Source: an optimization exercise on an open RTL-to-GDS flow (aim: a short achievable clock period and few clock cycles). Production flows keep margins and buffers that such runs may drop. At most, simulation tests tie the RTL to the original design; equivalence was not proved. Power and IR drop assume default switching activity.

// datapath
module datapath (input clock, reset,
		 output [31:0] imem_addr,
		 input  [31:0] imem_rdata,
		 output        dmem_we,
		 output [31:0] dmem_addr, dmem_wdata,
		 input  [31:0] dmem_rdata);
For scale: about 2800 flip-flops.
clock: 5.8 ns
lec_check: 0
cap_margin: 25
core_margin: 2
core_utilization: 40
setup_slack_margin: 3.2
slew_margin: 20
standard.sh (not shown) runs the stock make flow with config.mk's settings and CLKGATE_MAP_FILE= SYNTH_SCRIPT=/design/flow/synth_recipe.tcl, a recipe that flattens the netlist after the stock synthesis.
==> flow/flow/run.sh <==
#!/bin/bash
# Layout flow: the standard flow, with synthesis mapping the logic through ABC with a
# delay-oriented script (flow/speed.abc) in place of the default one. Everything else,
# including the registers that synthesis produces, is the standard flow's.
set -euo pipefail
here=$(pwd)
bash standard.sh SYNTH_SCRIPT=$here/flow/synth.tcl finish > $here/standard.log 2>&1
==> flow/flow/speed.abc <==
&get -n
&st
&dch
&nf
&put
buffer -c
topo
stime -c
upsize -c
dnsize -c
==> flow/flow/synth.tcl <==
# The standard flow's synthesis script, with the ABC mapping script replaced by flow/speed.abc
set ::speed_abc [file join [file dirname [file normalize [info script]]] speed.abc]
proc abc {args} {
  set i [lsearch $args -script]
  lset args [expr {$i + 1}] $::speed_abc
  yosys abc {*}$args
}
source [file join [file dirname [file dirname [file normalize [info script]]]] synth_recipe.tcl]
Change:
--- a/flow/design.v
+++ b/flow/design.v
@@ -80,22 +80,22 @@
 reg [31:2] pcs_d;
 reg [3:0]  pj4_d;
 reg [16:0] blo_d;
 reg [13:0] pch_d, pchi_d, pchd_d;
 reg        he_rs, he_rt, hm_rs, hm_rt;	 
 reg        mf_d, ldst_d;
-reg [31:0] a_e, b_e, sd_e, alt_e, bt_e;
+reg [31:0] a_e, b_e, sd_e, alt_e;
 reg        sld_e, lta_e, ltb_e;
-reg        we_e, ld_e, st_e, br_e, brl_e, inv_e, eq_e, crs_e, mul_e, msg_e, kill_e;
+reg        we_e, ld_e, st_e, br_e, brl_e, inv_e, eq_e, mul_e, msg_e, kill_e;
 reg [4:0]  wr_e;
 reg        arith_e, sub_e, xp_e, xg_e, xt_e, xn_e, xb_e, sls_e, slu_e, mhi_e, mlo_e;
 reg [31:0] res_m, sd_m;
 reg        we_m, ld_m, st_m;
 reg [4:0]  wr_m;
-reg        bl_m, inv_l, eq_l, crs_l;
-reg [31:0] alt_l, bt_l;
+reg        bl_m, inv_l, eq_l;
+reg [31:0] alt_l;
 reg [31:0] wd_w;
 reg        we_w;
 reg [4:0]  wr_w;
 reg [31:0] ma, hi0, hi1;
 reg [32:0] lo;
 reg [50:0] mdig;
@@ -116,13 +116,13 @@
 wire beq_f = op_f == 6'b000100;
 wire bne_f = op_f == 6'b000101;
 wire same_f = rs_f == rt_f;
 wire [17:0] blo_x = {1'b0, pc_f[17:2], 1'b1} + {1'b0, ins_f[15:0], 1'b1};
 wire [16:0] blo_f = blo_x[17:1];
 wire [31:0] btgt_f = {pc_f[31:18], blo_f[15:0], 2'b00};
-wire pred_f = (beq_f & (same_f | ins_f[15])) | (bne_f & ~same_f);
+wire pred_f = ((beq_f & (same_f | ins_f[15])) | (bne_f & ~same_f)) & (blo_f[16] == ins_f[15]);
 wire [31:0] jtgt_f = {pc4_f[31:28], ins_f[25:0], 2'b00};
 localparam NJ = 4;
 localparam NJB = 2;
 reg [NJ-1:0] jv;
 reg [29:0] jtag [0:NJ-1];
 reg [29:0] jdst [0:NJ-1];
@@ -295,14 +295,12 @@
 	end
 	wr_e <= wr_d;
 	inv_e <= i_bne ^ pred_d;	 
 	eq_e <= v_rs == v_rt;
 	msg_e <= ~fn[0];
 	alt_e <= pred_d ? pc4_d : btgt_d;
-	bt_e <= btgt_d;
-	crs_e <= pred_d & (blo_d[16] != ins_d[15]);
 	a_e <= hit_e_rs ? res_e : v_rs;
 	b_e <= fbp ? res_e : fbn ? ~res_e : bpre;
 	sd_e <= hit_e_rt ? res_e : v_rt;
 	sld_e <= hit_e_rt & ld_e;
 	lta_e <= hit_e_rs & ld_e;
 	ltb_e <= hit_e_rt & ld_e;
@@ -342,19 +340,17 @@
 	end
 end
 wire [31:0] c = {g[30:0], sub_e};
 wire [31:0] r = x ^ (c & {32{arith_e}});
 wire lt = (sls_e & (p0[31] ? ~g[30] : a[31])) | (slu_e & ~g[31]);
 assign res_e = {r[31:1], r[0] | lt};
-wire misp_e = eq_e ^ inv_e;
-wire redirect_e = br_e & ~kill_e & ~brl_e & (misp_e | crs_e);
+wire redirect_e = br_e & ~kill_e & ~brl_e & (eq_e ^ inv_e);
 wire go_e = ~kill_e & ~redirect_m;	 
-wire misp_l = eq_l ^ inv_l;
-assign redirect_m = bl_m & (misp_l | crs_l);
+assign redirect_m = bl_m & (eq_l ^ inv_l);
 assign redirect = redirect_m | redirect_e;
-assign redirect_pc = redirect_m ? ((crs_l & ~misp_l) ? bt_l : alt_l) : ((crs_e & ~misp_e) ? bt_e : alt_e);
+assign redirect_pc = redirect_m ? alt_l : alt_e;
 always @(posedge clock)
 begin
 	if (reset) begin
 		we_m <= 1'b0; ld_m <= 1'b0; st_m <= 1'b0; bl_m <= 1'b0;
 	end else begin
 		we_m <= we_e & go_e;
@@ -364,14 +360,12 @@
 	end
 	wr_m <= wr_e;
 	res_m <= res_e;
 	sd_m <= sld_e ? dmem_rdata : sd_e;
 	inv_l <= inv_e;
 	alt_l <= alt_e;
-	bt_l <= bt_e;
-	crs_l <= crs_e;
 	eq_l <= (lta_e ? dmem_rdata : a_e) == (ltb_e ? dmem_rdata : b_e);
 end
 wire [50:0] dig;
 wire [511:0] rows8;
 wire [191:0] rows3;
 wire [127:0] rows2;
Core utilization went up by 0.89 points; worst setup slack is better by 120 ps; synthesized area is lower slightly; worst hold slack improved by 7.7 ps; sequential share of layout area fell by 0.82 points; global-route usage grows by 0.25 points.
Function was not checked in any run of this note: the RTL went through the layout flow alone.

========
datapath, a different RTL version from the one above (not shown whole).
For scale: ~20000 cells after synthesis, roughly 2700 flip-flops, about 160 I/O pins, about 160000 sq um of cells after synthesis.
clock: 5.8 ns
lec_check: 0
cap_margin: 25
core_margin: 2
core_utilization: 40
setup_slack_margin: 3.2
slew_margin: 20
==> flow/flow/run.sh <==
#!/bin/bash
# Layout flow: the standard flow, with synthesis mapping all the logic, adders
# included, through ABC with a delay-oriented script (flow/speed.abc) in place of the
# default one and without the fixed full/half-adder cells, and the ports buffered with
# sky130_fd_sc_hd__buf_8 (the default choice is a slow delay cell). Everything else,
# including the registers that synthesis produces, is the standard flow's.
set -euo pipefail
here=$(pwd)
bash standard.sh SYNTH_SCRIPT=$here/flow/synth.tcl ADDER_MAP_FILE= "BUFFER_PORTS_ARGS=-buffer_cell sky130_fd_sc_hd__buf_8" finish > $here/standard.log 2>&1
==> flow/flow/speed.abc <==
strash
dch
map -D 1000
buffer -c
topo
stime -c
upsize -c
dnsize -c
Scripts as last shown in full above: flow/flow/synth.tcl
Testbench counts at the start, summed over its fixed seeds: cycles 54,305.
Change:
--- a/flow/design.v
+++ b/flow/design.v
@@ -451,16 +451,23 @@
 begin
 	if (reset) we_w <= 1'b0;
 	else we_w <= we_m;
 	wr_w <= wr_m;
 	wd_w <= memval;
 end
+reg        rst_q;
+reg [31:1] wrx_w;
 integer k;
 always @(posedge clock)
 begin
-	if (reset) begin
-		for (k = 1; k < 32; k = k + 1) rf[k] <= 32'b0;
-	end else if (we_w) begin
-		rf[wr_w] <= wd_w;
-	end
+	rst_q <= reset;
+	for (k = 1; k < 32; k = k + 1) wrx_w[k] <= ~reset & we_m & (wr_m == k);
 end
+genvar gk;
+generate
+	for (gk = 1; gk < 32; gk = gk + 1) begin : rfw
+		always @(posedge clock)
+			if (rst_q) rf[gk] <= 32'b0;
+			else if (wrx_w[gk]) rf[gk] <= wd_w;
+	end
+endgenerate
 endmodule
Effect:
- global-route usage rose by 5.1 points
- fmax shrinks by about a fifth
- routed wire length increases by roughly a tenth
- flip-flop and latch count stays the same
- setup slack got worse by 0.51 ns
- core utilization came out higher by 0.77 points
- cell area decreases by a few percent
- die area falls by a few percent
- register-to-register slack gets worse by 0.03 ns
- count of clock-buffer cells in the layout rises by 8
- synthesized cell count goes down slightly
- clock power is about the same
For the second run of this note, only the layout was checked, not whether the RTL still works.

[afterwards: timing with drivers on the ports]
How much do the figures lean on ideal ports? The routed layouts below were timed once more, with nothing changed but the port constraints. Step 1: set_driving_cell puts a clkbuf_16 on clock and a buf_2 on each other input, an assumption about the parent block. Step 2 adds t to the input delays and takes it off the output delays; t is the mean of the earliest and latest rising clock arrival at the registers after step 1. Input paths then give back, and output paths get back, about the clock's delay inside the block. Three values: no drivers, after step 1, after step 2; two values: the first two.
run | t, ns | slack for setup (ns) | worst data-port slew with drivers (ns)
the first run of note 1 | 1.028 | 2.786 / 2.624 / 1.596 | 0.32
the second run of note 1 | 1.030 | 2.909 / 2.645 / 1.615 | 0.52
the first run of note 2 | 1.073 | 3.096 / 2.933 / 1.860 | 0.48
the second run of note 2 | 1.095 | 2.587 / 2.533 / 1.437 | 0.28
After both steps setup and hold are still met in every run listed. For the second run of note 1, which loses most, drivers alone change the setup slack by -0.264 ns; drivers and shift together by -1.294 ns.
